This is an optimization exercise on Yosys and OpenROAD, whose aim is small area and a short achievable clock period, not a production implementation. Function was checked by simulation only, so behaviour that the tests miss may differ from the original. In every run shown here, the design's own scripts or RTL, not TritonCTS, make the clock network. The clock input has no modelled driver; a real chip could not lean on it and would need a root buffer or a full tree. Power figures rest on the tool's default switching activity, not on a simulated workload.

==> design/flow/config.mk <==
export PLATFORM = sky130hd
export DESIGN_NAME = lightpipe_recv
export DESIGN_NICKNAME = lightpipe_recv
export VERILOG_FILES = /design/flow/design.v
export SDC_FILE = /design/flow/constraint.sdc
export NUM_CORES = 4
export LEC_CHECK = 0
export CAP_MARGIN = 20
export CORE_MARGIN = 2
export CORE_UTILIZATION = 48
export PLACE_DENSITY = 0.65
export SETUP_SLACK_MARGIN = 1.5
export SLEW_MARGIN = 20
export SYNTH_HIERARCHICAL = 1
==> design/flow/standard.sh <==
#!/bin/bash
# synth_recipe.tcl (not shown) runs the flow's synth.tcl, then flattens the netlist and writes it again
# the make line also repeats each setting of config.mk as NAME=value (left out here)
make -C /OpenROAD-flow-scripts/flow DESIGN_CONFIG=/design/flow/config.mk WORK_HOME=/design/flow/orfs CLKGATE_MAP_FILE= SYNTH_SCRIPT=/design/flow/synth_recipe.tcl "${@:-finish}"
==> design/flow/flow/cts.tcl <==
# Clock tree built here in place of TritonCTS: the clock port drives a few
# root buffers, each of which drives leaf buffers, one per cluster of
# flip-flops (k-means on their placed positions). Sourced by ORFS's cts.tcl
# as PRE_CTS_TCL; it then does what the rest of cts.tcl does and writes the
# CTS results itself.

proc kmeans {pts k} {
  # pts: list of {x y}; returns list of cluster index per point
  set n [llength $pts]
  set sorted [lsort -real -index 0 [lmap p $pts {set p}]]
  set cx {}; set cy {}
  for {set i 0} {$i < $k} {incr i} {
    set s [lindex $sorted [expr {int(($i + 0.5) * $n / $k)}]]
    lappend cx [lindex $s 0]; lappend cy [lindex $s 1]
  }
  for {set iter 0} {$iter < 60} {incr iter} {
    set assign {}
    foreach p $pts {
      set best 0; set bd 1e30
      for {set i 0} {$i < $k} {incr i} {
        set d [expr {abs([lindex $p 0] - [lindex $cx $i]) + abs([lindex $p 1] - [lindex $cy $i])}]
        if {$d < $bd} { set bd $d; set best $i }
      }
      lappend assign $best
    }
    set sx [lrepeat $k 0.0]; set sy [lrepeat $k 0.0]; set sc [lrepeat $k 0]
    foreach p $pts a $assign {
      lset sx $a [expr {[lindex $sx $a] + [lindex $p 0]}]
      lset sy $a [expr {[lindex $sy $a] + [lindex $p 1]}]
      lset sc $a [expr {[lindex $sc $a] + 1}]
    }
    for {set i 0} {$i < $k} {incr i} {
      if {[lindex $sc $i] > 0} {
        lset cx $i [expr {[lindex $sx $i] / [lindex $sc $i]}]
        lset cy $i [expr {[lindex $sy $i] / [lindex $sc $i]}]
      }
    }
  }
  return [list $assign $cx $cy $sc]
}

set db [ord::get_db]
set block [ord::get_db_block]
set clkport [$block findBTerm $::env(CLOCK_PORT)]
set clknet [$clkport getNet]
set leaf_master [$db findMaster $::env(LEAF_BUF)]
set root_master [$db findMaster $::env(ROOT_BUF)]
set nroot $::env(ROOT_COUNT)

set sinks {}; set pts {}
foreach it [$clknet getITerms] {
  set bb [[$it getInst] getBBox]
  lappend sinks $it
  lappend pts [list [expr {([$bb xMin] + [$bb xMax]) / 2.0}] [expr {([$bb yMin] + [$bb yMax]) / 2.0}]]
}
set n [llength $sinks]
set k [expr {int(ceil(double($n) / $::env(LEAF_SINKS)))}]
lassign [kmeans $pts $k] assign cx cy sc
puts "custom cts: $n sinks, $k leaf clusters, sizes $sc"

set leaves {}; set lpts {}
for {set i 0} {$i < $k} {incr i} {
  if {[lindex $sc $i] == 0} { lappend leaves {}; continue }
  lappend leaves $i
  lappend lpts [list [lindex $cx $i] [lindex $cy $i]]
}
lassign [kmeans $lpts $nroot] rassign rcx rcy rsc
puts "custom cts: $nroot root clusters, sizes $rsc"

set rootnets {}
for {set r 0} {$r < $nroot} {incr r} {
  if {[lindex $rsc $r] == 0} { lappend rootnets {}; continue }
  set b [odb::dbInst_create $block $root_master clkbuf_root_$r]
  $b setLocation [expr {int([lindex $rcx $r])}] [expr {int([lindex $rcy $r])}]
  $b setPlacementStatus PLACED
  set net [odb::dbNet_create $block clknet_root_$r]
  $net setSigType CLOCK
  [$b findITerm A] connect $clknet
  [$b findITerm X] connect $net
  lappend rootnets $net
}
set leafnet [dict create]
foreach i $leaves r $rassign {
  set b [odb::dbInst_create $block $leaf_master clkbuf_leaf_$i]
  $b setLocation [expr {int([lindex $cx $i])}] [expr {int([lindex $cy $i])}]
  $b setPlacementStatus PLACED
  set net [odb::dbNet_create $block clknet_leaf_$i]
  $net setSigType CLOCK
  [$b findITerm A] connect [lindex $rootnets $r]
  [$b findITerm X] connect $net
  dict set leafnet $i $net
}
foreach it $sinks a $assign {
  $it disconnect
  $it connect [dict get $leafnet $a]
}

set_propagated_clock [all_clocks]
set_placement_padding -global \
  -left $::env(CELL_PAD_IN_SITES_DETAIL_PLACEMENT) \
  -right $::env(CELL_PAD_IN_SITES_DETAIL_PLACEMENT)
detailed_placement
log_cmd estimate_parasitics -placement
report_clock_skew
report_clock_latency

repair_timing_helper
detailed_placement
check_placement -verbose
report_metrics 4 "cts final"
orfs_write_db $::env(RESULTS_DIR)/4_1_cts.odb
orfs_write_sdc $::env(RESULTS_DIR)/4_cts.sdc
exit
==> design/flow/constraint.sdc <==
create_clock -name core_clock -period 3.0 [get_ports {mclk}]
set_input_delay 0.6000 -clock core_clock [delete_from_list [all_inputs] [get_ports {mclk}]]
set_output_delay 0.6000 -clock core_clock [all_outputs]
set_load 0.01 [all_outputs]
==> design/flow/flow/run.sh <==
#!/bin/bash
# Standard synthesis and layout (standard.sh), except: the ports are buffered
# by the smallest buffer, and the clock tree is a two-level tree built by
# flow/cts.tcl (settings in flow/cts.env).
set -euo pipefail
HERE=$(pwd)
export BUFFER_PORTS_ARGS="-buffer_cell sky130_fd_sc_hd__buf_1"
export PRE_CTS_TCL=$HERE/flow/cts.tcl
export CLOCK_PORT=mclk
source $HERE/flow/cts.env
bash standard.sh > make.log 2>&1
==> design/flow/design.v <==
module lightpipe_recv(
    input mclk,
    input rst,
    input adat,
    output reg wclk,
    output reg [23:0] word0,
    output reg [23:0] word1,
    output reg [23:0] word2,
    output reg [23:0] word3,
    output reg [23:0] word4,
    output reg [23:0] word5,
    output reg [23:0] word6,
    output reg [23:0] word7,
    output reg [3:0] user
);
reg reset_d, reset_dd;
reg in_d, in_dd, in_ddd, in_dddd;
reg [5:0] accum;
reg dbit;
wire transition = in_dddd ^ in_ddd;
wire strobe = accum[1] & accum[0];
always @(posedge mclk) begin
    reset_d <= ~rst;
    reset_dd <= reset_d;
end
always @(posedge mclk)
    if (reset_dd) {in_d, in_dd, in_ddd, in_dddd} <= 4'b0;
    else {in_d, in_dd, in_ddd, in_dddd} <= {adat, in_d, in_dd, in_ddd};
always @(posedge mclk)
    if (reset_dd || transition) accum <= 6'd0;
    else accum <= accum + 6'd1;
always @(posedge mclk)
    if (reset_dd) dbit <= 1'b0;
    else if (transition) dbit <= 1'b1;
    else if (accum == 6'd4) dbit <= 1'b0;
reg [7:0] framebit;
reg nloss_d;
reg [29:1] sr;
wire stb_next = ~reset_dd & ~transition & accum[1] & ~accum[0];
wire loss_s = accum[5];
wire resync = strobe & ~loss_s & ~nloss_d;
wire [23:0] oword = {sr[29:26], sr[24:21], sr[19:16], sr[14:11], sr[9:6], sr[4:1]};
always @(posedge mclk)
    if (!rst) nloss_d <= 1'b1;
    else if (strobe) nloss_d <= ~loss_s;
always @(posedge mclk)
    if (!rst) framebit <= 8'd0;
    else if (resync) framebit <= 8'd252;
    else if (strobe) framebit <= framebit + 8'd1;
reg at0, at128;
reg [7:0] ldw;
wire ld_next = rst & stb_next & (loss_s | nloss_d);
always @(posedge mclk) begin
    at0 <= stb_next & (~rst | (framebit == 8'd0));
    at128 <= rst & stb_next & (framebit == 8'd128);
    ldw[0] <= ld_next & (framebit == 8'd30);
    ldw[1] <= ld_next & (framebit == 8'd60);
    ldw[2] <= ld_next & (framebit == 8'd90);
    ldw[3] <= ld_next & (framebit == 8'd120);
    ldw[4] <= ld_next & (framebit == 8'd150);
    ldw[5] <= ld_next & (framebit == 8'd180);
    ldw[6] <= ld_next & (framebit == 8'd210);
    ldw[7] <= ld_next & (framebit == 8'd240);
end
wire ls = strobe & rst;
wire hs = ~strobe & rst;
wire [29:1] sr_d;
ao22 #(29) u_sr (.a({29{ls}}), .b({dbit, sr[29:2]}), .c({29{hs}}), .d(sr), .y(sr_d));
always @(posedge mclk) sr <= sr_d;
wire lu = at0 & rst;
wire hu = ~at0 & rst;
wire [3:0] user_d;
ao22 #(4) u_user (.a({4{lu}}), .b(sr[29:26]), .c({4{hu}}), .d(user), .y(user_d));
always @(posedge mclk) user <= user_d;
always @(posedge mclk)
    if (!rst) wclk <= 1'b0;
    else if (at0) wclk <= 1'b1;
    else if (at128) wclk <= 1'b0;
wire [7:0] L = ldw & {8{rst}};           
wire [7:0] L1 = ldw | {8{~rst}};         
wire [7:0] H = ~ldw & {8{rst}};          
wire [23:0] o1 = {oword[23:8], oword[7:0] | {8{~rst}}};
wire [23:0] d0, d1, d2, d3, d4, d5, d6, d7;
ao22 #(24) u_w0 (.a({24{L[0]}}), .b(oword), .c({24{H[0]}}), .d(word0), .y(d0));
ao22 #(24) u_w1 (.a({{16{L[1]}}, {8{L1[1]}}}), .b(o1), .c({24{H[1]}}), .d(word1), .y(d1));
ao22 #(24) u_w2 (.a({24{L[2]}}), .b(oword), .c({24{H[2]}}), .d(word2), .y(d2));
ao22 #(24) u_w3 (.a({{16{L[3]}}, {8{L1[3]}}}), .b(o1), .c({24{H[3]}}), .d(word3), .y(d3));
ao22 #(24) u_w4 (.a({24{L[4]}}), .b(oword), .c({24{H[4]}}), .d(word4), .y(d4));
ao22 #(24) u_w5 (.a({{16{L[5]}}, {8{L1[5]}}}), .b(o1), .c({24{H[5]}}), .d(word5), .y(d5));
ao22 #(24) u_w6 (.a({24{L[6]}}), .b(oword), .c({24{H[6]}}), .d(word6), .y(d6));
ao22 #(24) u_w7 (.a({{16{L[7]}}, {8{L1[7]}}}), .b(o1), .c({24{H[7]}}), .d(word7), .y(d7));
always @(posedge mclk) begin
    word0 <= d0; word1 <= d1; word2 <= d2; word3 <= d3;
    word4 <= d4; word5 <= d5; word6 <= d6; word7 <= d7;
end
endmodule
module ao22 #(parameter W = 1) (
    input [W-1:0] a,
    input [W-1:0] b,
    input [W-1:0] c,
    input [W-1:0] d,
    output [W-1:0] y
);
assign y = (a & b) | (c & d);
endmodule
==> design/flow/flow/cts.env <==
export ROOT_BUF=sky130_fd_sc_hd__clkbuf_16
export LEAF_BUF=sky130_fd_sc_hd__clkbuf_16
export ROOT_COUNT=4
export LEAF_SINKS=20
==> results.txt, run 1 <==
- Final min period: 1490 ps
- CP Launch Type: register
- Post-CTS Hold Fix Bufs: 0
- Most area-consuming cells after synthesis: dfxtp_1 (64%), a22o_1 (25%), nand2b_1 (1.0%)
- Cells on worst reg2reg path: 5
- Critical path class: register to primary output
- Worst path bufs/invs: 1
- Hold path start: reset_d
- Area after DPL: 9070 um^2
- CP top delay family: flip-flops
- Max Fclk: 670 MHz
- Worst-margin pin slew: 709 ps
- Via Count: 6172
- Worst hold path class: register to register
- Initial antenna violation count: 0
- CP Depth: 1
- Global-route wire length before repair: 34200 um
- Final Wtd Congestion: 0.839
- Per-cell routed wire length: 21.1 um
- Final wirelength: 22400 um
- Crit path launch: word6[6]
- Row count: 47
- Post-Syn Area per Cell: 12.9 um^2
- P&R area growth vs syn: 21.3%
- Syn Std Cell Area: 8010 um^2
- Chip width: 133 um
- RSZ-0062 raised after global routing: true
- Clk_skew: 73.9 ps
- Critical Path Fanout Max: 2
- DIE HEIGHT: 133 um
- Most common cell after layout, fill and taps aside: dfxtp_1
- Synth async-reset ratio: 0
- Fin. Hold Viols: 0
- IO buf count: 199
- GRT Total Usage: 0.239
- Top cell type's share of synthesized area: 0.644
- Cells after Synth: 619
- CP endpoint kind: primary output
- Synth area leader: dfxtp_1
- Sequence of cells on the critical path: buf_1
- Tcrit/Tclk final: 0.498
- Mean number of vias per cell: 5.82
- Worst R2R Setup Slack: 1570 ps
- Commonest cells after routing, fill and taps aside: dfxtp_1 (251), a22o_1 (225), buf_1 (184), clkbuf_16 (17), clkbuf_2 (14)
- Post-synthesis sequential area ratio: 0.644
- Slowest CP cell: dfxtp_1
- Warnings from Yosys: 7
- Yosys cell types: 44
- Relative slew slack: 0.528
- Setup tns final: 0 ps
- Core area: 16500 um^2
- RR Startpoint: accum[0]
- Max Cap Viol: 0
- Final setup fails: 0
- Number of synthesized flops with an enable pin: 0
- Starting Density: 0.487
- Syn nets: 627
- DRT Pass-1 Iters: 5
- Seq cells post-synth: 258
- IO Pins: 200
- Gr ovfl total: 0
- P_leak: 0.00374 uW
- Reg2Reg Capture Point: framebit[5]
- Hold-critical path depth: 0
- DRT iter0 DRCs: 412
- Worst-path clk slew: 80 ps
- N_diodes: 0
- Ratio of cells with drive above 1 in the final layout: 0.101
- CP arrival: 890 ps
- CP endpoint: word6[6]
- Die ar.: 17700 um^2
- Fin area: 9720 um^2
- Largest net degree at the start of global routing: 30
- Pwr/cell area: 591 nW/um^2
- Pins Over Slew Limit: 0
- Post-DP HPWL: 14700 um
- Vias in the first global route: 5750
- Top_reg_cell synth: dfxtp_1
- DR DRC count: 0
- Critical path's largest stage delay: 360 ps
- Routed Antenna Nets: 0
- Status: no timing/DRC/antenna violations
- Skew-Pair Late Insertion Delay: 320 ps
- WP data required: 2400 ps
- NumNets Final: 851
- VDD IR max: 0.000400 V
[worst min-delay path by stage]
stage	to	slack, ps
2_1_floorplan	reset_dd	310
3_3_place_gp	reset_dd	320
3_5_place_dp	reset_dd	320
4_1_cts	reset_dd	340
5_1_grt	reset_dd	340
6_report	reset_dd	330
[area by class of cell]
type / instances / area (um^2)
Timing Repair Buffer: 207 / 848
Tap cell: 220 / 275
Sequential cell: 258 / 5180
Inverter: 12 / 52.6
Multi-Input combinational cell: 345 / 2920
Fill cell: 1362 / 6750
Buffer: 17 / 425
Timing Repair inverter: 2 / 15.0
[cell usage after synthesis, types with 4 or more instances]
| library cell | instances |
|---|---|
| dfxtp_1 | 258 |
| a22o_1 | 225 |
| nor2_1 | 17 |
| nand2b_1 | 13 |
| inv_1 | 12 |
| and2_1 | 10 |
| nand2_1 | 8 |
| nor4_1 | 7 |
| a21oi_1 | 6 |
| nand3_1 | 6 |
| ha_1 | 5 |
| nor2b_1 | 4 |
| xor2_1 | 4 |
[report_power, final]
part	internal, uW	switching [uW]	leakage (uW)
Combinational	79.9	163	0.00143
Clock	1010	981	0.000209
Sequential	3470	37.4	0.00209
Total	4560	1180	0.00374
[kinds of logic (layout without fill, tap and decap cells)]
family	count (synthesis)	in the layout	synth area share
DFF	258	258	0.644
AOI/OAI and AO/OA	242	242	0.260
and+or+nand+nor	84	89	0.0643
buffers and inverters	21	238	0.0122
xor gates and xnor gates	8	8	0.00968
adders and majority gates	5	5	0.00781
muxes	1	1	0.00125
[layer usage]
layer	up-vias	routed length, um	global-route usage
li1	2860	-	-
met1	3078	9780	0.332
met2	200	11000	0.419
met3	34	1180	0.0205
met4	0	427	0.0343
met5	-	0	0
[repair_timing]
item | CTS | global route
endpoints found under the hold margin | 0 | 0
gates resized for setup | 24 | 31
buffers inserted | 4 | 0
endpoints found under the setup margin | 236 | 51
cloned | 7 | 0
pin swaps | 6 | 3
[sequential cells by signal (all words and copies together) (netlist names)]
signal,count
at0,1
in_dddd,1
word4,24
word2,24
word6,24
framebit,8
user,4
nloss_d,1
dbit,1
word0,24
reset_d,1
at128,1
in_d,1
word1,24
sr,29
ldw,8
wclk,1
in_dd,1
word5,24
word3,24
word7,24
reset_dd,1
in_ddd,1
accum,6
[metrics by stage]
| step | hold WS (ps) | setup slack (ps) | power [uW] | cells | util |
|---|---|---|---|---|---|
| finish | 335 | 1510 | 5750 | 1061 | 0.590 |
| detailed placement | 323 | 671 | 3810 | 1033 | 0.551 |
| global placement | 316 | 782 | 3800 | 1033 | 0.551 |
| global route | 345 | 1450 | 5920 | 1061 | 0.590 |
| CTS | 339 | 1400 | 5770 | 1061 | 0.585 |
| floorplan | 310 | 1510 | 3710 | 619 | - |
==> run 2, diff against run 1 <==
==> design/flow/flow/cts.env (replaced) <==
export ROOT_BUF=sky130_fd_sc_hd__clkbuf_16
export LEAF_BUF=sky130_fd_sc_hd__clkbuf_16
export ROOT_COUNT=4
export LEAF_SINKS=15
--- a/design/flow/flow/cts.tcl
+++ b/design/flow/flow/cts.tcl
@@ -93,4 +93,8 @@
 foreach it $sinks a $assign {
+  set inst [$it getInst]
+  set dt [$inst isDoNotTouch]
+  $inst setDoNotTouch 0
   $it disconnect
   $it connect [dict get $leafnet $a]
+  $inst setDoNotTouch $dt
 }
--- a/design/flow/config.mk
+++ b/design/flow/config.mk
@@ -9,4 +9,4 @@
 export CORE_MARGIN = 2
-export CORE_UTILIZATION = 48
-export PLACE_DENSITY = 0.65
+export CORE_UTILIZATION = 55
+export PLACE_DENSITY = 0.7
 export SETUP_SLACK_MARGIN = 1.5
==> results.txt, run 2 <==
- Cells after Synth: 619
- Max Fclk: 677 MHz
- Grt met3 use: 0.0335
- Number of synthesized flops with an enable pin: 0
- Relative slew slack: 0.498
- Gr ovfl total: 0
- RSZ-0062 raised after global routing: false
- Post-Syn Area per Cell: 12.9 um^2
- DIE HEIGHT: 125 um
- Post-synthesis sequential area ratio: 0.644
- Yosys cell types: 44
- Final hold slack: 337 ps
- Die ar.: 15600 um^2
- CP arrival: 880 ps
- Routed Antenna Nets: 0
- NumNets Final: 861
- DRT Pass-1 Iters: 5
- Setup slack after layout: 1520 ps
- Pins Over Slew Limit: 0
- Post-CTS Hold Fix Bufs: 0
- Via Count: 6383
- GRT Total Usage: 0.270
- Final setup fails: 0
- Syn nets: 627
- Tcrit/Tclk final: 0.493
- Top_reg_cell synth: dfxtp_1
- Commonest cells after routing, fill and taps aside: dfxtp_1 (252), a22o_1 (225), buf_1 (195), clkbuf_16 (22), nor2_1 (12)
- Core area: 14400 um^2
- Per-cell routed wire length: 21.6 um
- P_leak: 0.00381 uW
- Clk_skew: 38.6 ps
- Hold-critical path depth: 0
- Vias in the first global route: 5901
- DR DRC count: 0
- Critical path's largest stage delay: 350 ps
- Seq cells post-synth: 258
- Inst Count DP: 998
- DRT iter0 DRCs: 494
- Met1 GRT Util: 0.363
- Mean number of vias per cell: 6.17
- WP data required: 2400 ps
- Warnings from Yosys: 7
- Worst-margin pin slew: 753 ps
- P&R area growth vs syn: 23.1%
- Layout Cells excl Fill: 1035
- Skew-Pair Late Insertion Delay: 320 ps
- Status: no timing/DRC/antenna violations
- Worst hold path class: register to register
- Global-route wire length before repair: 34500 um
- CP Launch Type: register
- Cells on worst reg2reg path: 5
- Critical Path Fanout Max: 2
- Filler cells: 1105
- N_diodes: 0
- CP top delay family: flip-flops
- Top cell type's share of synthesized area: 0.644
- Largest net degree at the start of global routing: 30
- Row count: 44
- IO Pins: 200
- Slowest CP cell: dfxtp_1
- Worst-path clk slew: 80 ps
- Starting Density: 0.558
- Final Wtd Congestion: 0.885
- Chip width: 125 um
- Place WS: 611 ps
- Most Crowded Layer GR: met2
- Top reg by flops: sr
- Max Cap Viol: 0
- Synth async-reset ratio: 0
- Sequence of cells on the critical path: buf_1
- Most area-consuming cells after synthesis: dfxtp_1 (64%), a22o_1 (25%), nand2b_1 (1.0%)
- Fin. Hold Viols: 0
- Ratio of cells with drive above 1 in the final layout: 0.0975
- Commonest cells in the netlist: dfxtp_1 (258), a22o_1 (225), nor2_1 (17), nand2b_1 (13), inv_1 (12)
- Final wirelength: 22400 um
- GR Layer Usage met2: 0.457
- Critical path class: register to primary output
- Count leader, synth: dfxtp_1
- CP endpoint kind: primary output
- CP Depth: 1
- Syn Std Cell Area: 8010 um^2
- Setup tns final: 0 ps
- Max reg flops: 29
- Most common cell after layout, fill and taps aside: dfxtp_1
- IO buf count: 199
- Pwr Total: 6140 uW
- Worst path bufs/invs: 1
- VDD IR max: 0.000354 V
- Post-DP HPWL: 14200 um
- Synth area leader: dfxtp_1
- Pwr/cell area: 623 nW/um^2
- Final min period: 1480 ps
- Initial antenna violation count: 0
run 2: cell types whose count changed in the layout (fill, tap and decap cells not counted), moves of 2 or more:
| cell | before | now |
|---|---|---|
| buf_4 | 6 | 10 |
| buf_1 | 184 | 195 |
| buf_12 | 1 | 4 |
| nor4_2 | 1 | 3 |
| and2_1 | 3 | 5 |
| clkbuf_2 | 14 | 3 |
| and2_2 | 2 | 0 |
| clkbuf_16 | 17 | 22 |
run 2: area by class of cell:
type | instances | area [um^2] | share of cell area
Sequential cell | 258 | 5170 | 0.525
Inverter | 12 | 52.6 | 0.00533
Timing Repair Buffer | 213 | 913 | 0.0926
Buffer | 22 | 551 | 0.0558
Multi-Input combinational cell | 345 | 2930 | 0.297
Timing Repair inverter | 1 | 7.51 | 0.000761
Tap cell | 184 | 230 | 0.0233
run 2: stage by stage:
stage / utilization / cell area (um^2)
after CTS: 0.681 / 9780
after global routing: 0.686 / 9860
after floorplan: - / 8070
after global placement: 0.628 / 9030
after detailed placement: 0.628 / 9030
final: 0.686 / 9860
run 2: logic make-up after synthesis:
group                    Yosys count  share of synthesized area
AO/OA/AOI/OAI                    242                      0.260
XOR/XNOR                           8                    0.00968
adder cells (fa/ha/maj)            5                    0.00781
buffers and inverters             21                     0.0122
flip-flops                       258                      0.644
multiplexers                       1                    0.00125
AND/OR/NAND/NOR                   84                     0.0643
run 2: worst paths after layout:
kind	slack (ps)	to	startpoint
max	1520	word2[22]	word2[22]
min	340	reset_dd	reset_d
max reg2reg	1580	sr[2]	accum[0]
min reg2reg	340	reset_dd	reset_d
run 2: power by group:
part | leakage, uW | total [uW] | switching, uW | internal [uW]
combinational | 0.00144 | 260 | 169 | 91.2
sequential | 0.00209 | 3510 | 36.3 | 3480
clock | 0.000271 | 2370 | 1070 | 1300
total | 0.00381 | 6140 | 1280 | 4870
run 2: timing repair:
action,in CTS,in global routing
pin swaps,6,1
gates cloned,6,0
endpoints found under the setup margin,241,35
gates resized for setup,24,16
buffers inserted,8,1
run 2: per-layer routing:
metal / vias up / wire, um
met5: - / 0
met2: 260 / 10700
met4: 0 / 748
met1: 3205 / 9570
met3: 56 / 1400
li1: 2862 / -
==> run 3, diff against run 2 <==
==> design/flow/flow/cts.env (replaced) <==
export ROOT_BUF=sky130_fd_sc_hd__clkbuf_16
export LEAF_BUF=sky130_fd_sc_hd__clkbuf_16
export ROOT_COUNT=4
export LEAF_SINKS=32
==> results.txt, run 3 <==
- Relative slew slack: 0.500
- N_diodes: 0
- Pwr Total: 5480 uW
- Final wirelength: 22200 um
- Ratio of cells with drive above 1 in the final layout: 0.0892
- Initial antenna violation count: 0
- Number of synthesized flops with an enable pin: 0
- Commonest cells in the netlist: dfxtp_1 (258), a22o_1 (225), nor2_1 (17), nand2b_1 (13), inv_1 (12)
- P_leak: 0.00368 uW
- Max Cap Viol: 0
- Clk_skew: 30.0 ps
- NumNets Final: 851
- Sequence of cells on the critical path: buf_1
- Cells on worst reg2reg path: 4
- Place WS: 611 ps
- RR Startpoint: accum[1]
- Worst hold path class: register to register
- Reg area: 5170 um^2
- Warnings from Yosys: 7
- Worst path bufs/invs: 1
- IO Pins: 200
- Top_reg_cell synth: dfxtp_1
- Chip width: 125 um
- Hold path start: reset_d
- Worst-margin pin slew: 751 ps
- Routed Antenna Nets: 0
- Worst-path clk slew: 100 ps
- Final Wtd Congestion: 0.885
- Setup slack after layout: 1530 ps
- DRT Pass-1 Iters: 5
- Final min period: 1470 ps
- Count leader, synth: dfxtp_1
- Multi-input gate area: 2950 um^2
- Syn Std Cell Area: 8010 um^2
- Post-DP HPWL: 14200 um
- Mean number of vias per cell: 6.08
- Synth async-reset ratio: 0
- CP arrival: 870 ps
- DR DRC count: 0
- Filler cells: 1132
- Largest net degree at the start of global routing: 38
- RSZ-0062 raised after global routing: true
- Syn nets: 627
- Status: no timing/DRC/antenna violations
- Critical path's largest stage delay: 360 ps
- Post-synthesis sequential area ratio: 0.644
- Most area-consuming cells after synthesis: dfxtp_1 (64%), a22o_1 (25%), nand2b_1 (1.0%)
- Top reg by flops: sr
- Post-CTS Hold Fix Bufs: 0
- Post-Syn Area per Cell: 12.9 um^2
- Tcrit/Tclk final: 0.489
- Skew-Pair Late Insertion Delay: 310 ps
- Worst R2R Setup Slack: 1580 ps
- Most common cell after layout, fill and taps aside: dfxtp_1
- CP top delay family: flip-flops
- CP endpoint kind: primary output
- DIE HEIGHT: 125 um
- Yosys cell types: 44
- Die ar.: 15600 um^2
- Per-cell routed wire length: 21.6 um
- Via Count: 6235
- Fin. Hold Viols: 0
- Commonest cells after routing, fill and taps aside: dfxtp_1 (252), a22o_1 (225), buf_1 (193), clkbuf_16 (13)
- Final hold slack: 337 ps
- Core area: 14400 um^2
- Synth area leader: dfxtp_1
- Slowest CP cell: dfxtp_1
- Gr ovfl total: 0
- Seq cells post-synth: 258
- CP Launch Type: register
- Final setup fails: 0
- Row count: 44
- Cells after Synth: 619
- Max Fclk: 681 MHz
- Critical Path Fanout Max: 2
- Max reg flops: 29
- Critical path class: register to primary output
- Hold EP: reset_dd
- Top cell type's share of synthesized area: 0.644
- Reg2Reg Capture Point: framebit[7]
- Setup tns final: 0 ps
- DRT iter0 DRCs: 522
- VDD IR max: 0.000339 V
- Starting Density: 0.558
- GRT Total Usage: 0.266
- Pins Over Slew Limit: 0
- P&R area growth vs syn: 20.0%
- Pwr/cell area: 570 nW/um^2
- WP data required: 2400 ps
- Vias in the first global route: 5660
- IO buf count: 199
- Global-route wire length before repair: 33800 um
- Hold-critical path depth: 0
==> run 3: cell count changes in the layout (fill, tap and decap cells not counted), sizes merged <==
cell | before | now
clkbuf | 25 | 18
buf | 210 | 207
==> run 3: how the worst max path moves through the flow <==
stage,from,endpoint,slack (ps),depth (start not counted)
finish,word3[8],word3[8],1530,1
global route,rst,ldw[5],1440,5
CTS,rst,word1[1],1480,5
detailed placement,rst,word0[9],610,4
global placement,rst,word6[3],740,4
floorplan,rst,sr[10],1510,4
==> run 3: through the flow <==
stage / instance area (um^2) / util / cells
after floorplan: 8070 / - / 619
after global placement: 9030 / 0.628 / 998
after detailed placement: 9030 / 0.628 / 998
after CTS: 9520 / 0.663 / 1023
after global routing: 9620 / 0.669 / 1025
final: 9620 / 0.669 / 1025
==> run 3: repair_timing <==
item	in CTS	in global routing
pin swaps	6	0
setup buffers	6	2
setup endpoints to repair	239	65
resized for setup	22	20
cloned	6	0
==> run 3: final cells by class <==
| class | count | area share |
|---|---|---|
| Timing Repair Buffer | 212 | 0.0915 |
| Sequential cell | 258 | 0.538 |
| Inverter | 12 | 0.00547 |
| Multi-Input combinational cell | 345 | 0.306 |
| Buffer | 13 | 0.0338 |
| Timing Repair inverter | 1 | 0.000781 |
| Tap cell | 184 | 0.0239 |
==> run 3: kinds of logic after synthesis <==
logic type | Yosys count | share of synthesized area
flip-flops | 258 | 0.644
AO/OA/AOI/OAI | 242 | 0.260
AND/OR/NAND/NOR | 84 | 0.0643
buffers and inverters | 21 | 0.0122
XOR/XNOR | 8 | 0.00968
adder cells (fa/ha/maj) | 5 | 0.00781
multiplexers | 1 | 0.00125
==> run 3: layer usage <==
metal  GRT usage  up-vias  routed length, um
met5           0        -                  0
met4      0.0456        0                421
met3      0.0326       35               1270
met2       0.454      233              10800
met1       0.370     3121               9640
li1            -     2846                  -
==> run 3: where the power goes <==
| group | internal (uW) | switching [uW] |
|---|---|---|
| clock network | 783 | 938 |
| registers | 3470 | 35.0 |
| logic | 86.2 | 167 |
==> run 4, diff against run 3 <==
==> design/flow/flow/cts.env (replaced) <==
export ROOT_BUF=sky130_fd_sc_hd__clkbuf_16
export LEAF_BUF=sky130_fd_sc_hd__clkbuf_16
export ROOT_COUNT=4
export LEAF_SINKS=26
==> results.txt, run 4 <==
- Pwr Total: 5560 uW
- Largest net degree at the start of global routing: 30
- Critical path class: register to primary output
- Number of synthesized flops with an enable pin: 0
- Yosys cell types: 44
- Tcrit/Tclk final: 0.489
- Syn nets: 627
- NumNets Final: 850
- Final setup fails: 0
- Worst R2R Setup Slack: 1560 ps
- Seq cells post-synth: 258
- Row count: 44
- CP Launch Type: register
- VDD IR max: 0.000340 V
- Top reg by flops: sr
- N_diodes: 0
- P&R area growth vs syn: 19.9%
- Relative slew slack: 0.479
- Cells on worst reg2reg path: 4
- CP endpoint kind: primary output
- WP data required: 2400 ps
- Per-cell routed wire length: 21.7 um
- Warnings from Yosys: 7
- Final wirelength: 22200 um
- Worst-path clk slew: 100 ps
- Worst hold path class: register to register
- Clk_skew: 29.4 ps
- Most common cell after layout, fill and taps aside: dfxtp_1
- Final Wtd Congestion: 0.885
- Setup tns final: 0 ps
- RR Startpoint: accum[0]
- Die ar.: 15600 um^2
- Initial antenna violation count: 0
- Core area: 14400 um^2
- Gr ovfl total: 0
- Chip width: 125 um
- DRT iter0 DRCs: 501
- Max Cap Viol: 0
- Fin. Hold Viols: 0
- Count leader, synth: dfxtp_1
- DRT Pass-1 Iters: 5
- Filler cells: 1147
- Skew-Pair Late Insertion Delay: 320 ps
- Post-synthesis sequential area ratio: 0.644
- Post-CTS Hold Fix Bufs: 0
- Multi-input gate area: 2920 um^2
- DIE HEIGHT: 125 um
- Commonest cells in the netlist: dfxtp_1 (258), a22o_1 (225), nor2_1 (17), nand2b_1 (13), inv_1 (12)
- Top_reg_cell synth: dfxtp_1
- Slowest CP cell: dfxtp_1
- Top cell type's share of synthesized area: 0.644
- GRT Total Usage: 0.268
- Worst-margin pin slew: 781 ps
- Synth async-reset ratio: 0
- Status: no timing/DRC/antenna violations
- Routed Antenna Nets: 0
- Cells after Synth: 619
- Synth area leader: dfxtp_1
- Global-route wire length before repair: 34100 um
- Post-DP HPWL: 14200 um
- Via Count: 6267
- Starting Density: 0.558
- Max reg flops: 29
- RSZ-0062 raised after global routing: true
- Pwr/cell area: 579 nW/um^2
- Final min period: 1470 ps
- P_leak: 0.00369 uW
- Critical Path Fanout Max: 2
- DR DRC count: 0
- Reg2Reg Capture Point: framebit[7]
- Ratio of cells with drive above 1 in the final layout: 0.0845
- Hold-critical path depth: 0
- Syn Std Cell Area: 8010 um^2
- Most area-consuming cells after synthesis: dfxtp_1 (64%), a22o_1 (25%), nand2b_1 (1.0%)
- Crit path launch: user[2]
- CP top delay family: flip-flops
- Worst path bufs/invs: 1
- Mean number of vias per cell: 6.12
- IO Pins: 200
- Max Fclk: 682 MHz
- Reg area: 5170 um^2
- IO buf count: 199
- Commonest cells after routing, fill and taps aside: dfxtp_1 (254), a22o_1 (225), buf_1 (192), clkbuf_16 (14), nor2_1 (12)
- Critical path's largest stage delay: 350 ps
- Vias in the first global route: 5746
- CP arrival: 870 ps
- CP endpoint: user[2]
- Pins Over Slew Limit: 0
- Post-Syn Area per Cell: 12.9 um^2
- Sequence of cells on the critical path: buf_1
- CP Depth: 1
==> run 4: layout make-up <==
cell class              instances  share of cell area
multi-input cells             345               0.304
repair inverters                1            0.000781
well taps                     184              0.0240
plain buffers                  14              0.0365
flip-flops and latches        258               0.538
repair buffers                210              0.0905
inverters                      12             0.00547
==> run 4: kinds of logic (layout without fill, tap and decap cells) <==
family / count (synthesis) / count (layout) / share of synthesized area
AND/OR/NAND/NOR: 84 / 89 / 0.0643
AO/OA/AOI/OAI: 242 / 242 / 0.260
flip-flops: 258 / 258 / 0.644
adder cells (fa/ha/maj): 5 / 5 / 0.00781
buffers and inverters: 21 / 237 / 0.0122
multiplexers: 1 / 1 / 0.00125
XOR/XNOR: 8 / 8 / 0.00968
==> run 4: what timing repair did <==
action	in CTS	in global routing
gates cloned	6	0
endpoints found under the setup margin	240	53
resized for setup	24	15
buffers inserted	6	0
pin swaps	6	1
==> run 4: stage by stage <==
step                utilization  setup slack [ps]  hold WS [ps]  cells  instance area, um^2
CTS                       0.665              1530           339   1024                 9550
finish                    0.669              1530           342   1024                 9610
floorplan                     -              1510           310    619                 8070
global route              0.669              1470           341   1024                 9610
detailed placement        0.628               611           315    998                 9030
global placement          0.628               740           314    998                 9030
==> run 4: per-layer routing <==
metal,track usage,vias to the layer above,wire (um)
li1,-,2841,-
met1,0.375,3110,9430
met2,0.448,274,10700
met3,0.0318,42,1500
met4,0.0588,0,537
met5,0,-,0
==> run 4: report_power, final <==
part,total (uW),internal (uW),switching (uW)
registers,3510,3470,36.0
logic,251,84.2,167
clock network,1800,842,956
total,5560,4400,1160
==> run 4: how the worst min path moves through the flow <==
stage	startpoint	to	slack, ps
finish	reset_d	reset_dd	340
CTS	reset_d	reset_dd	340
global route	reset_d	reset_dd	340
floorplan	reset_d	reset_dd	310
detailed placement	reset_d	reset_dd	310
global placement	reset_d	reset_dd	310
==> run 5, diff against run 4 <==
==> design/flow/flow/cts.env (replaced) <==
export ROOT_BUF=sky130_fd_sc_hd__clkbuf_16
export LEAF_BUF=sky130_fd_sc_hd__clkbuf_16
export ROOT_COUNT=3
export LEAF_SINKS=26
==> results.txt, run 5 <==
- Status: no timing/DRC/antenna violations
- Die ar.: 15600 um^2
- Final min period: 1490 ps
- Warnings from Yosys: 7
- Tcrit/Tclk final: 0.497
- Filler cells: 1140
- Worst hold path class: register to register
- Top cell type's share of synthesized area: 0.644
- Mean number of vias per cell: 6.12
- Worst-margin pin slew: 705 ps
- Pwr/cell area: 571 nW/um^2
- Sequence of cells on the critical path: buf_4 > or2b_4 > clkinvlp_4 > a22o_1
- GRT Total Usage: 0.267
- Setup tns final: 0 ps
- Initial antenna violation count: 0
- Post-DP HPWL: 14200 um
- Post-Synth Adder-Cell Area: 0.00781
- VDD IR max: 0.000337 V
- CP Depth: 4
- Skew-Pair Late Insertion Delay: 330 ps
- Starting Density: 0.558
- Ratio of cells with drive above 1 in the final layout: 0.114
- Largest net degree at the start of global routing: 30
- Pwr Total: 5510 uW
- WP data required: 3180 ps
- Fin. Hold Viols: 0
- Synth Area in XOR/XNOR: 0.00968
- P&R area growth vs syn: 20.3%
- Synth Area in Compound Gates: 0.260
- CP Launch Type: primary input
- Most common cell after layout, fill and taps aside: dfxtp_1
- Worst path bufs/invs: 2
- Core area: 14400 um^2
- Cells on worst reg2reg path: 4
- Post-Syn Area per Cell: 12.9 um^2
- Commonest cells after routing, fill and taps aside: dfxtp_1 (250), a22o_1 (225), buf_1 (174), clkbuf_2 (24), clkbuf_16 (13)
- Hold-critical path depth: 0
- Post-synthesis sequential area ratio: 0.644
- Max reg flops: 29
- Utilization after layout: 0.671
- IO Pins: 200
- DRT iter0 DRCs: 573
- Most area-consuming cells after synthesis: dfxtp_1 (64%), a22o_1 (25%), nand2b_1 (1.0%)
- Final wirelength: 22200 um
- NumNets Final: 852
- Slowest CP cell: or2b_4
- DIE HEIGHT: 125 um
- Pins Over Slew Limit: 0
- Global-route wire length before repair: 34100 um
- CP endpoint kind: register
- DR DRC count: 0
- Seq cells post-synth: 258
- RSZ-0062 raised after global routing: true
- Syn nets: 627
- Largest family of logic cells by synthesized area: compound AO/OA/AOI/OAI gates
- Row count: 44
- Cells after Synth: 619
- P_leak: 0.00375 uW
- Top reg by flops: sr
- Gr ovfl total: 0
- Via Count: 6284
- N_diodes: 0
- Syn Std Cell Area: 8010 um^2
- Per-cell routed wire length: 21.7 um
- Synth async-reset ratio: 0
- Hold path start: reset_d
- Post-synthesis mux area share: 0.00125
- Max Cap Viol: 0
- Final setup fails: 0
- Crit path launch: rst
- Critical path's largest stage delay: 310 ps
- Critical Path Fanout Max: 14
- CP top delay family: buffers and inverters
- Relative slew slack: 0.530
- Max Fclk: 671 MHz
- Chip width: 125 um
- DRT Pass-1 Iters: 5
- CP arrival: 1670 ps
- Critical path class: primary input to register
- RR Startpoint: accum[0]
- Vias in the first global route: 5731
- Final Wtd Congestion: 0.885
- Top_reg_cell synth: dfxtp_1
- Yosys cell types: 44
- Clk_skew: 56.3 ps
- Post-synthesis simple-gate area fraction: 0.0643
- Commonest cells in the netlist: dfxtp_1 (258), a22o_1 (225), nor2_1 (17), nand2b_1 (13), inv_1 (12)
- Synth area leader: dfxtp_1
- IO buf count: 199
- Number of synthesized flops with an enable pin: 0
- Count leader, synth: dfxtp_1
- Routed Antenna Nets: 0
- Worst-path clk slew: 90 ps
-- run 5: final timing paths --
| kind | slack, ps | to |
|---|---|---|
| max | 1510 | word5[13] |
| min | 340 | reset_dd |
| max reg2reg | 1540 | framebit[7] |
| min reg2reg | 340 | reset_dd |
-- run 5: area by class of cell --
cell class,instances,area (um^2),area share
Buffer,13,325,0.0338
Timing Repair Buffer,212,903,0.0937
Sequential cell,258,5180,0.537
Inverter,12,52.6,0.00545
Multi-Input combinational cell,346,2940,0.305
Timing Repair inverter,1,7.51,0.000779
Tap cell,184,230,0.0239
-- run 5: per-stage QoR --
stage                     cell area, um^2  hold WS, ps  std cells  setup slack, ps
after CTS                            9530          339       1024             1440
after floorplan                      8070          310        619             1510
final                                9640          340       1026             1510
after global routing                 9640          341       1026             1450
after detailed placement             9030          315        998              611
after global placement               9030          314        998              740
-- run 5: cells by family after synthesis --
kind of cell	after synthesis
mux	1
xor+xnor	8
buf+inv	21
compound gates	242
flops	258
fa+ha+maj	5
simple gates	84
-- run 5: power breakdown --
group,switching (uW),internal (uW),total (uW)
Clock,963,784,1750
Combinational,167,85.3,252
Sequential,35.8,3470,3510
-- run 5: what timing repair did --
item	in CTS	in global routing
resized for setup	23	39
endpoints found under the hold margin	0	0
setup endpoints to repair	240	75
pin swaps	6	0
hold buffers	0	0
cloned	7	0
buffers inserted	6	2
-- run 5: metal layers --
layer / GRT usage / routed length [um] / vias up
li1: - / - / 2846
met1: 0.376 / 9500 / 3127
met2: 0.443 / 10700 / 265
met3: 0.0301 / 1400 / 46
met4: 0.0668 / 655 / 0
met5: 0 / 0 / -
==> run 6, diff against run 5 <==
==> design/flow/flow/cts.env (replaced) <==
export ROOT_BUF=sky130_fd_sc_hd__clkbuf_16
export LEAF_BUF=sky130_fd_sc_hd__clkbuf_16
export ROOT_COUNT=4
export LEAF_SINKS=26
--- a/design/flow/config.mk
+++ b/design/flow/config.mk
@@ -10,3 +10,3 @@
 export CORE_UTILIZATION = 55
-export PLACE_DENSITY = 0.7
+export PLACE_DENSITY = 0.6
 export SETUP_SLACK_MARGIN = 1.5
==> results.txt, run 6 <==
- Tcrit/Tclk final: 0.494
- P&R area growth vs syn: 21.0%
- Seq cells post-synth: 258
- Final wirelength: 22000 um
- Clk_skew: 47.1 ps
- Skew-Pair Late Insertion Delay: 320 ps
- Utilization after layout: 0.675
- DR DRC count: 0
- Most common cell after layout, fill and taps aside: dfxtp_1
- Setup tns final: 0 ps
- Post-synthesis simple-gate area fraction: 0.0643
- Chip width: 125 um
- NumNets Final: 857
- Number of synthesized flops with an enable pin: 0
- Critical path class: register to primary output
- CP top delay family: flip-flops
- Die ar.: 15600 um^2
- Worst-margin pin slew: 506 ps
- Synth area leader: dfxtp_1
- DRT Pass-1 Iters: 5
- Vias in the first global route: 5743
- Max Cap Viol: 0
- Slowest CP cell: dfxtp_1
- Relative slew slack: 0.663
- P_leak: 0.00374 uW
- CP Launch Type: register
- N_diodes: 0
- Post-synthesis sequential area ratio: 0.644
- Count leader, synth: dfxtp_1
- Synth async-reset ratio: 0
- Worst hold path class: register to register
- Critical Path Fanout Max: 2
- VDD IR max: 0.000392 V
- Reg area: 5170 um^2
- Cells after Synth: 619
- Post-Synth Adder-Cell Area: 0.00781
- Top reg by flops: sr
- Post-CTS Hold Fix Bufs: 0
- Via Count: 6173
- Global-route wire length before repair: 33500 um
- Largest net degree at the start of global routing: 36
- Pins Over Slew Limit: 0
- Final setup fails: 0
- IO buf count: 199
- Synth Area in XOR/XNOR: 0.00968
- Final Wtd Congestion: 0.862
- Worst-path clk slew: 120 ps
- Sequence of cells on the critical path: buf_1
- Warnings from Yosys: 7
- Max Fclk: 675 MHz
- GRT Total Usage: 0.264
- Initial antenna violation count: 0
- CP endpoint kind: primary output
- Per-cell routed wire length: 21.3 um
- Post-Syn Area per Cell: 12.9 um^2
- WP data required: 2400 ps
- Max reg flops: 29
- Fin area: 9700 um^2
- Pwr/cell area: 574 nW/um^2
- Commonest cells after routing, fill and taps aside: dfxtp_1 (254), a22o_1 (225), buf_1 (189), clkbuf_16 (14), nor2_1 (12)
- Commonest cells in the netlist: dfxtp_1 (258), a22o_1 (225), nor2_1 (17), nand2b_1 (13), inv_1 (12)
- RSZ-0062 raised after global routing: true
- Top_reg_cell synth: dfxtp_1
- Syn Std Cell Area: 8010 um^2
- Row count: 44
- Fin. Hold Viols: 0
- Gr ovfl total: 0
- DIE HEIGHT: 125 um
- Core area: 14400 um^2
- Area after DPL: 9020 um^2
- Worst path bufs/invs: 1
- Synth Area in Compound Gates: 0.260
- Critical path's largest stage delay: 370 ps
- Syn nets: 627
- Multi-input gate area: 2930 um^2
- CP arrival: 880 ps
- Top cell type's share of synthesized area: 0.644
- Starting Density: 0.558
- DRT iter0 DRCs: 427
- Mean number of vias per cell: 5.99
- Yosys cell types: 44
- Filler cells: 1106
- Post-DP HPWL: 13800 um
- IO Pins: 200
- Ratio of cells with drive above 1 in the final layout: 0.102
- Status: no timing/DRC/antenna violations
- Routed Antenna Nets: 0
- Final min period: 1480 ps
- Most area-consuming cells after synthesis: dfxtp_1 (64%), a22o_1 (25%), nand2b_1 (1.0%)
- Post-synthesis mux area share: 0.00125
- Largest family of logic cells by synthesized area: compound AO/OA/AOI/OAI gates
==> run 6: cell counts after synthesis <==
No cell type changed its count.
==> run 6: stage by stage <==
step | hold slack (ps) | power [uW] | cells | worst slack (ps)
2_1_floorplan | 310 | 3710 | 619 | 1510
3_3_place_gp | 311 | 3800 | 997 | 1020
3_5_place_dp | 319 | 3800 | 997 | 968
4_1_cts | 340 | 5570 | 1031 | 1490
5_1_grt | 350 | 5730 | 1031 | 1450
6_report | 337 | 5570 | 1031 | 1520
==> run 6: power by group <==
| part | switching, uW | internal, uW |
|---|---|---|
| sequential | 34.1 | 3470 |
| combinational | 167 | 94.1 |
| clock | 961 | 842 |
| total | 1160 | 4410 |
==> run 6: layout make-up <==
cell class | instances | share of cell area
buffer | 14 | 0.0361
inverter | 12 | 0.00542
multi-input combinational | 345 | 0.302
sequential | 258 | 0.533
tap | 184 | 0.0237
timing repair buffer | 217 | 0.0987
timing repair inverter | 1 | 0.000774
==> run 6: logic make-up (layout without fill, tap and decap cells) <==
kind of cell    after synthesis  in the layout
simple gates                 84             89
compound gates              242            242
mux                           1              1
fa+ha+maj                     5              5
buf+inv                      21            244
flops                       258            258
xor+xnor                      8              8
==> run 6: path summary, 6_finish.rpt <==
path                            startpoint           to  slack (ps)  cells past startpoint
worst max-delay path              word1[9]     word1[9]        1520                      1
worst min register to register     reset_d     reset_dd         340                      0
worst max register to register    accum[0]  framebit[7]        1540                      4
worst min-delay path               reset_d     reset_dd         340                      0
==> run 6: per-layer routing <==
metal  vias up  routed length (um)  global-route usage
met3        24                1130              0.0284
met2       213               11000               0.454
li1       2857                   -                   -
met4         0                 342              0.0416
met1      3079                9570               0.368
met5         -                   0                   0
==> run 6: worst register-to-register path, stage by stage, from the launching register on <==
cell	delay, ps
dfxtp_2	410
ha_4	180
nand3_1	130
or4_1	490
a31oi_1	160
==> run 6: timing repair <==
action                     in CTS  in global routing
buffers inserted               13                  0
setup endpoints to repair     231                 80
gates cloned                    7                  0
pin swaps                       6                  0
resized for setup              23                 21
hold endpoints to repair        0                  0
==> run 7, diff against run 6 <==
--- a/design/flow/config.mk
+++ b/design/flow/config.mk
@@ -10,3 +10,3 @@
 export CORE_UTILIZATION = 55
-export PLACE_DENSITY = 0.6
+export PLACE_DENSITY = 0.82
 export SETUP_SLACK_MARGIN = 1.5
==> results.txt, run 7 <==
- CP Depth: 1
- Skew-Pair Late Insertion Delay: 320 ps
- Most common cell after layout, fill and taps aside: dfxtp_1
- Critical Path Fanout Max: 2
- N_diodes: 0
- Inst Count DP: 997
- Gr ovfl total: 0
- DIE HEIGHT: 125 um
- Post-synthesis sequential area ratio: 0.644
- Pwr/cell area: 575 nW/um^2
- Synth area leader: dfxtp_1
- Critical path class: register to primary output
- Layout Cells excl Fill: 1031
- Cells after Synth: 619
- Synth async-reset ratio: 0
- DR DRC count: 0
- Relative slew slack: 0.524
- Ratio of cells with drive above 1 in the final layout: 0.100
- Top_reg_cell synth: dfxtp_1
- Final wirelength: 22600 um
- RSZ-0062 raised after global routing: false
- Yosys cell types: 44
- Final hold slack: 331 ps
- Final Wtd Congestion: 0.834
- Status: no timing/DRC/antenna violations
- CP endpoint kind: primary output
- Worst path bufs/invs: 1
- Initial antenna violation count: 0
- Core area: 14400 um^2
- Syn nets: 627
- Most area-consuming cells after synthesis: dfxtp_1 (64%), a22o_1 (25%), nand2b_1 (1.0%)
- NumNets Final: 857
- CP arrival: 880 ps
- DRT Pass-1 Iters: 5
- GRT Total Usage: 0.274
- P&R area growth vs syn: 21.0%
- GR Layer Usage met2: 0.464
- Met1 GRT Util: 0.373
- Via Count: 6417
- Post-Syn Area per Cell: 12.9 um^2
- Final setup fails: 0
- Commonest cells in the netlist: dfxtp_1 (258), a22o_1 (225), nor2_1 (17), nand2b_1 (13), inv_1 (12)
- Fin area: 9700 um^2
- Top reg by flops: sr
- Routed Antenna Nets: 0
- Per-cell routed wire length: 22.0 um
- IO Pins: 200
- Post-DP HPWL: 14400 um
- Grt met3 use: 0.0430
- Worst hold path class: register to register
- Final min period: 1480 ps
- Max Fclk: 676 MHz
- Global-route wire length before repair: 34900 um
- Warnings from Yosys: 7
- Chip width: 125 um
- Worst-path clk slew: 110 ps
- Critical path's largest stage delay: 370 ps
- Clk_skew: 51.3 ps
- Mean number of vias per cell: 6.22
- Top cell type's share of synthesized area: 0.644
- Die ar.: 15600 um^2
- CP top delay family: flip-flops
- VDD IR max: 0.000361 V
- Largest net degree at the start of global routing: 34
- Pins Over Slew Limit: 0
- Number of synthesized flops with an enable pin: 0
- CP Launch Type: register
- Setup tns final: 0 ps
- Worst-margin pin slew: 714 ps
- Sequence of cells on the critical path: buf_1
- Seq cells post-synth: 258
- Vias in the first global route: 6012
- Fin. Hold Viols: 0
- P_leak: 0.00373 uW
- Commonest cells after routing, fill and taps aside: dfxtp_1 (253), a22o_1 (225), buf_1 (185), clkbuf_16 (14), clkbuf_2 (13)
- Most Crowded Layer GR: met2
- Syn Std Cell Area: 8010 um^2
- Max reg flops: 29
- Tcrit/Tclk final: 0.493
- IO buf count: 199
- WP data required: 2400 ps
- DRT iter0 DRCs: 610
- Filler cells: 1049
- Row count: 44
- Hold-critical path depth: 0
- Starting Density: 0.558
- Area after DPL: 9020 um^2
- Max Cap Viol: 0
- Cells on worst reg2reg path: 4
- Slowest CP cell: dfxtp_1
- Count leader, synth: dfxtp_1
run 7: changes by cell type in the layout (fill, tap and decap cells not counted), moves of 4 or more:
cell,delta
clkinvlp_4,+6
and2_1,+4
and2_2,-4
buf_1,-4
clkbuf_2,+4
run 7: routing by layer:
metal / routed length, um / share of wire
met5: 0 / 0
met4: 634 / 0.028
met3: 1940 / 0.086
met2: 10900 / 0.48
met1: 9210 / 0.41
run 7: kinds of logic after synthesis:
logic type,count (synthesis),share of synthesized area
flip-flops,258,0.644
buffers and inverters,21,0.0122
adder cells (fa/ha/maj),5,0.00781
XOR/XNOR,8,0.00968
multiplexers,1,0.00125
AO/OA/AOI/OAI,242,0.260
AND/OR/NAND/NOR,84,0.0643
run 7: repair_timing:
action,in CTS,in global routing
gates resized for setup,21,24
gates cloned,9,0
endpoints found under the setup margin,243,139
buffers inserted,10,1
hold buffers,0,0
pin swaps,7,0
run 7: path summary, 6_finish.rpt:
| path | end | startpoint | slack, ps |
|---|---|---|---|
| hold / removal | reset_dd | reset_d | 330 |
| setup / recovery | word5[12] | word5[12] | 1520 |
| hold reg to reg | reset_dd | reset_d | 330 |
| setup reg to reg | framebit[7] | accum[0] | 1590 |
run 7: final cells by class:
| type | count | area [um^2] | share of cell area |
|---|---|---|---|
| Buffer | 14 | 350 | 0.0361 |
| Inverter | 12 | 63.8 | 0.00658 |
| Multi-Input combinational cell | 345 | 2900 | 0.299 |
| Sequential cell | 258 | 5170 | 0.533 |
| Tap cell | 184 | 230 | 0.0237 |
| Timing Repair Buffer | 214 | 953 | 0.0983 |
| Timing Repair inverter | 4 | 30.0 | 0.00310 |
run 7: per-stage QoR:
step | setup slack, ps | power [uW] | utilization
global route | 1500 | 5720 | 0.675
CTS | 1510 | 5570 | 0.670
detailed placement | 639 | 3800 | 0.628
finish | 1520 | 5570 | 0.675
floorplan | 1510 | 3710 | -
global placement | 792 | 3790 | 0.628
run 7: where the power goes:
| group | total [uW] | switching, uW | internal [uW] | leakage [uW] |
|---|---|---|---|---|
| Sequential | 3510 | 38.7 | 3470 | 0.00209 |
| Combinational | 267 | 172 | 94.7 | 0.00146 |
| Clock | 1790 | 951 | 842 | 0.000173 |
==> run 8, diff against run 7 <==
--- a/design/flow/config.mk
+++ b/design/flow/config.mk
@@ -9,4 +9,4 @@
 export CORE_MARGIN = 2
-export CORE_UTILIZATION = 55
-export PLACE_DENSITY = 0.82
+export CORE_UTILIZATION = 60
+export PLACE_DENSITY = 0.72
 export SETUP_SLACK_MARGIN = 1.5
==> results.txt, run 8 <==
- Synth Area in Compound Gates: 0.260
- GRT Total Usage: 0.286
- Final min period: 1470 ps
- Worst-margin pin slew: 694 ps
- IO buf count: 199
- NumNets Final: 855
- Sequence of cells on the critical path: buf_1
- Top reg by flops: sr
- Top_reg_cell synth: dfxtp_1
- Switching power: 1140 uW
- Max Cap Viol: 0
- Relative slew slack: 0.537
- Clk_skew: 64.6 ps
- Post-Syn Area per Cell: 12.9 um^2
- Switching share of power: 0.206
- Setup slack after layout: 1530 ps
- Initial antenna violation count: 0
- Commonest cells after routing, fill and taps aside: dfxtp_1 (254), a22o_1 (225), buf_1 (183), clkbuf_2 (15)
- DIE HEIGHT: 120 um
- Per-cell routed wire length: 21.3 um
- Commonest cells in the netlist: dfxtp_1 (258), a22o_1 (225), nor2_1 (17), nand2b_1 (13), inv_1 (12)
- Setup tns final: 0 ps
- Post-Synth Adder-Cell Area: 0.00781
- Skew-Pair Late Insertion Delay: 320 ps
- Worst-path clk slew: 110 ps
- Critical path's largest stage delay: 390 ps
- RR Startpoint: in_ddd
- Core area: 13100 um^2
- Syn nets: 627
- Final setup fails: 0
- Largest family of logic cells by synthesized area: compound AO/OA/AOI/OAI gates
- WP data required: 2400 ps
- Cells after Synth: 619
- Via Count: 6286
- Max Fclk: 679 MHz
- Max reg flops: 29
- Critical Path Fanout Max: 2
- Fin area: 9630 um^2
- Warnings from Yosys: 7
- Post-synthesis sequential area ratio: 0.644
- Synth area leader: dfxtp_1
- Status: no timing/DRC/antenna violations
- Tcrit/Tclk final: 0.491
- Most area-consuming cells after synthesis: dfxtp_1 (64%), a22o_1 (25%), nand2b_1 (1.0%)
- VDD IR max: 0.000494 V
- Crit path launch: word4[19]
- CP endpoint kind: primary output
- Int Power: 4400 uW
- Pins Over Slew Limit: 0
- P_leak: 0.00374 uW
- Most common cell after layout, fill and taps aside: dfxtp_1
- Number of synthesized flops with an enable pin: 0
- Routed Antenna Nets: 0
- Global-route wire length before repair: 33100 um
- Critical path class: register to primary output
- Pwr Total: 5540 uW
- Area after DPL: 9010 um^2
- Synth Area in XOR/XNOR: 0.00968
- P&R area growth vs syn: 20.2%
- Count leader, synth: dfxtp_1
- CP arrival: 870 ps
- DRT Pass-1 Iters: 5
- Seq pwr share: 0.633
- Pwr/cell area: 575 nW/um^2
- Largest net degree at the start of global routing: 35
- RSZ-0062 raised after global routing: true
- Final wirelength: 21800 um
- Post-DP HPWL: 13800 um
- Place WS: 606 ps
- Synth async-reset ratio: 0
- Worst path bufs/invs: 1
- N_diodes: 0
- Top cell type's share of synthesized area: 0.644
- Chip width: 120 um
- Vias in the first global route: 5811
- Yosys cell types: 44
- CP Launch Type: register
- Fin. Hold Viols: 0
- Gr ovfl total: 0
- Row count: 42
- Syn Std Cell Area: 8010 um^2
- Post-synthesis simple-gate area fraction: 0.0643
- IO Pins: 200
- Starting Density: 0.610
- Slowest CP cell: dfxtp_1
- Worst hold path class: register to register
- Ratio of cells with drive above 1 in the final layout: 0.103
- Utilization after layout: 0.733
- DR DRC count: 0
- Power share of the combinational group: 0.045
- Mean number of vias per cell: 6.16
- Seq cells post-synth: 258
- Hold path start: reset_d
- Post-CTS Hold Fix Bufs: 0
- Die ar.: 14300 um^2
- Post-synthesis mux area share: 0.00125
- Clock power frac: 0.322
- Final Wtd Congestion: 0.892
- CP top delay family: flip-flops
- DRT iter0 DRCs: 525
-- run 8: per-stage QoR --
step / cells / hold slack [ps]
5_1_grt: 1021 / 344
3_5_place_dp: 989 / 314
3_3_place_gp: 989 / 314
2_1_floorplan: 619 / 310
6_report: 1021 / 338
4_1_cts: 1021 / 337
-- run 8: layout make-up --
| class | count | area [um^2] |
|---|---|---|
| Timing Repair Buffer | 215 | 913 |
| Timing Repair inverter | 1 | 7.51 |
| Buffer | 14 | 350 |
| Sequential cell | 258 | 5170 |
| Tap cell | 176 | 220 |
| Inverter | 12 | 52.6 |
| Fill cell | 1000 | 3510 |
| Multi-Input combinational cell | 345 | 2920 |
-- run 8: cell families (layout without fill, tap and decap cells) --
family                   count (synthesis)  count (layout)
adder cells (fa/ha/maj)                  5               5
multiplexers                             1               1
flip-flops                             258             258
buffers and inverters                   21             242
AO/OA/AOI/OAI                          242             242
XOR/XNOR                                 8               8
AND/OR/NAND/NOR                         84              89
-- run 8: worst paths after layout --
kind | slack [ps] | end | cells past startpoint
setup reg to reg | 1590 | at0 | 3
hold reg to reg | 340 | reset_dd | 0
hold / removal | 340 | reset_dd | 0
setup / recovery | 1530 | word4[19] | 1
-- run 8: timing repair --
| action | CTS | global route |
|---|---|---|
| gates cloned | 6 | 0 |
| endpoints found under the setup margin | 239 | 50 |
| pin swaps | 7 | 0 |
| setup buffers | 12 | 0 |
| resized for setup | 19 | 28 |
-- run 8: layer usage --
metal	global-route usage	part of all wire
met4	0.0728	0.028
met1	0.400	0.43
met5	0	0
met3	0.0318	0.064
met2	0.477	0.48
-- run 8: power by group through the flow --
stage / registers, uW / clock network (uW) / logic [uW]
3_3_place_gp: 3580 / 0 / 210
2_1_floorplan: 3600 / 0 / 117
3_5_place_dp: 3580 / 0 / 214
5_1_grt: 3510 / 1920 / 268
6_report: 3510 / 1790 / 248
4_1_cts: 3510 / 1800 / 244
==> run 9, diff against run 8 <==
--- a/design/flow/config.mk
+++ b/design/flow/config.mk
@@ -9,5 +9,5 @@
 export CORE_MARGIN = 2
-export CORE_UTILIZATION = 60
-export PLACE_DENSITY = 0.72
-export SETUP_SLACK_MARGIN = 1.5
+export CORE_UTILIZATION = 55
+export PLACE_DENSITY = 0.7
+export SETUP_SLACK_MARGIN = 1.56
 export SLEW_MARGIN = 20
==> results.txt, run 9 <==
- Critical Path Fanout Max: 29
- WP data required: 3220 ps
- Inst Count DP: 997
- CP arrival: 1710 ps
- Commonest cells in the netlist: dfxtp_1 (258), a22o_1 (225), nor2_1 (17), nand2b_1 (13), inv_1 (12)
- Per-cell routed wire length: 21.0 um
- CP endpoint: sr[20]
- DRT iter0 DRCs: 453
- Pins Over Slew Limit: 0
- Synth area leader: dfxtp_1
- Syn nets: 627
- Final min period: 1490 ps
- IO buf count: 199
- Mean number of vias per cell: 6.15
- N_diodes: 0
- Seq cells post-synth: 258
- Final Wtd Congestion: 0.869
- NumNets Final: 851
- Final setup fails: 0
- Chip width: 125 um
- Status: no timing/DRC/antenna violations
- Fin. Hold Viols: 0
- RR Startpoint: accum[0]
- Top reg by flops: sr
- Final wirelength: 21500 um
- Utilization after layout: 0.682
- Slowest CP cell: nor2_4
- Most common cell after layout, fill and taps aside: a22o_1
- RSZ-0062 raised after global routing: true
- IO Pins: 200
- Relative slew slack: 0.543
- Syn Std Cell Area: 8010 um^2
- Post-Syn Area per Cell: 12.9 um^2
- DIE HEIGHT: 125 um
- Max reg flops: 29
- CP endpoint kind: register
- Crit path launch: accum[0]
- Top_reg_cell synth: dfxtp_1
- VDD IR max: 0.000401 V
- Largest net degree at the start of global routing: 33
- CP Launch Type: register
- DRT Pass-1 Iters: 6
- Critical path's largest stage delay: 480 ps
- Pwr/cell area: 566 nW/um^2
- Worst R2R Setup Slack: 1510 ps
- Yosys cell types: 44
- Post-synthesis sequential area ratio: 0.644
- Worst-path clk slew: 80 ps
- Vias in the first global route: 5811
- Sequence of cells on the critical path: ha_4 > buf_4 > nor2_4 > a22o_1
- Commonest cells after routing, fill and taps aside: a22o_1 (225), dfxtp_1 (213), buf_1 (83), clkbuf_2 (77), dfxtp_2 (43)
- Synth async-reset ratio: 0
- Number of synthesized flops with an enable pin: 0
- Cells on worst reg2reg path: 4
- Worst-margin pin slew: 684 ps
- Max Cap Viol: 0
- Setup tns final: 0 ps
- Worst hold path class: register to register
- Final hold slack: 336 ps
- Ratio of cells with drive above 1 in the final layout: 0.269
- Skew-Pair Late Insertion Delay: 310 ps
- P_leak: 0.00412 uW
- GRT Total Usage: 0.256
- Global-route wire length before repair: 33000 um
- Core area: 14400 um^2
- Die ar.: 15600 um^2
- Reg2Reg Capture Point: sr[20]
- Tcrit/Tclk final: 0.496
- Clk_skew: 31.5 ps
- Pwr Total: 5550 uW
- Gr ovfl total: 0
- Via Count: 6308
- Post-DP HPWL: 14400 um
- Max Fclk: 673 MHz
- DR DRC count: 0
- Layout Cells excl Fill: 1025
- Initial antenna violation count: 0
- P&R area growth vs syn: 22.2%
- Starting Density: 0.558
- Row count: 44
- Warnings from Yosys: 7
- Top cell type's share of synthesized area: 0.644
- Cells after Synth: 619
- Routed Antenna Nets: 0
- Critical path class: register to register
- Most area-consuming cells after synthesis: dfxtp_1 (64%), a22o_1 (25%), nand2b_1 (1.0%)
- Count leader, synth: dfxtp_1
## run 9: cell type report
cell class              instances  area [um^2]
fillers                      1088         4570
multi-input cells             341         2880
repair inverters                3         22.5
inverters                      12         48.8
repair buffers                213         1040
flip-flops and latches        258         5230
well taps                     184          230
plain buffers                  14          350
## run 9: routing by layer
metal / vias to the layer above / track usage / routed length (um)
met5: - / 0 / 0
met3: 41 / 0.0223 / 1280
met1: 3130 / 0.347 / 8940
met4: 0 / 0.0648 / 617
li1: 2857 / - / -
met2: 280 / 0.443 / 10700
## run 9: worst min-delay path by stage
stage | start | to | cells after the start
after floorplan | reset_d | reset_dd | 0
after global routing | reset_d | reset_dd | 0
after CTS | reset_d | reset_dd | 0
final | reset_d | reset_dd | 0
after detailed placement | reset_d | reset_dd | 0
after global placement | reset_d | reset_dd | 0
## run 9: stage by stage
stage	worst slack, ps	area, um^2
2_1_floorplan	1540	8070
3_3_place_gp	1070	9020
3_5_place_dp	1030	9020
4_1_cts	1460	9540
5_1_grt	1420	9800
6_report	1510	9800
## run 9: where the power goes
part,switching [uW],internal (uW),leakage [uW]
Combinational,158,93.9,0.00184
Sequential,36.9,3470,0.00211
Clock,941,841,0.000173
## run 9: logic make-up (layout without fill, tap and decap cells)
logic type | count (synthesis) | after routing | share of synthesized area
compound gates | 242 | 242 | 0.260
xor+xnor | 8 | 8 | 0.00968
fa+ha+maj | 5 | 5 | 0.00781
buf+inv | 21 | 242 | 0.0122
flops | 258 | 258 | 0.644
mux | 1 | 1 | 0.00125
simple gates | 84 | 85 | 0.0643
## run 9: repair_timing
action,in CTS,in global routing
endpoints found under the hold margin,0,0
pin swaps,6,6
hold buffers,0,0
setup endpoints to repair,273,258
setup buffers,5,3
cloned,4,2
resized for setup,59,133
## run 9: critical path, delay by kind of cell (launching register included)
kind | cells | cell delay, ps
AND/OR/NAND/NOR | 1 | 480
flip-flops | 1 | 370
AO/OA/AOI/OAI | 1 | 220
adder cells (fa/ha/maj) | 1 | 180
buffers and inverters | 1 | 140

[static timing again, ports no longer ideal]
How much do the figures lean on ideal ports? The routed layouts below were timed once more, with nothing changed but the port constraints.
Step 1 sets driving cells, clkbuf_16 on the clock port and buf_2 on the other inputs (assumed; they add their load-dependent delay and slew).
Step 2, shift: input delay + t, output delay - t, t = (earliest + latest rising clock arrival at the registers) / 2. This alone moves slack from input paths to output paths.
a / b / c = ideal / step 1 / step 2; a / b = the first two.
run	t, ns	setup WS [ns]	latest minus earliest clock arrival (ns)
run 1	0.371	1.507 / 1.423 / 1.219	0.082 / 0.082
run 2	0.385	1.522 / 1.440 / 1.214	0.044 / 0.044
run 3	0.384	1.532 / 1.446 / 1.201	0.035 / 0.036
run 4	0.386	1.534 / 1.448 / 1.220	0.030 / 0.030
run 5	0.378	1.509 / 1.451 / 1.166	0.059 / 0.059
run 6	0.389	1.518 / 1.424 / 1.231	0.055 / 0.055
run 7	0.384	1.521 / 1.433 / 1.222	0.056 / 0.055
run 8	0.378	1.528 / 1.440 / 1.232	0.065 / 0.065
run 9	0.383	1.513 / 1.490 / 1.185	0.042 / 0.042
After both steps every run listed still meets setup and hold. The setup slack of run 5, which loses most, moves by -0.058 ns with the drivers and by -0.343 ns with both steps.
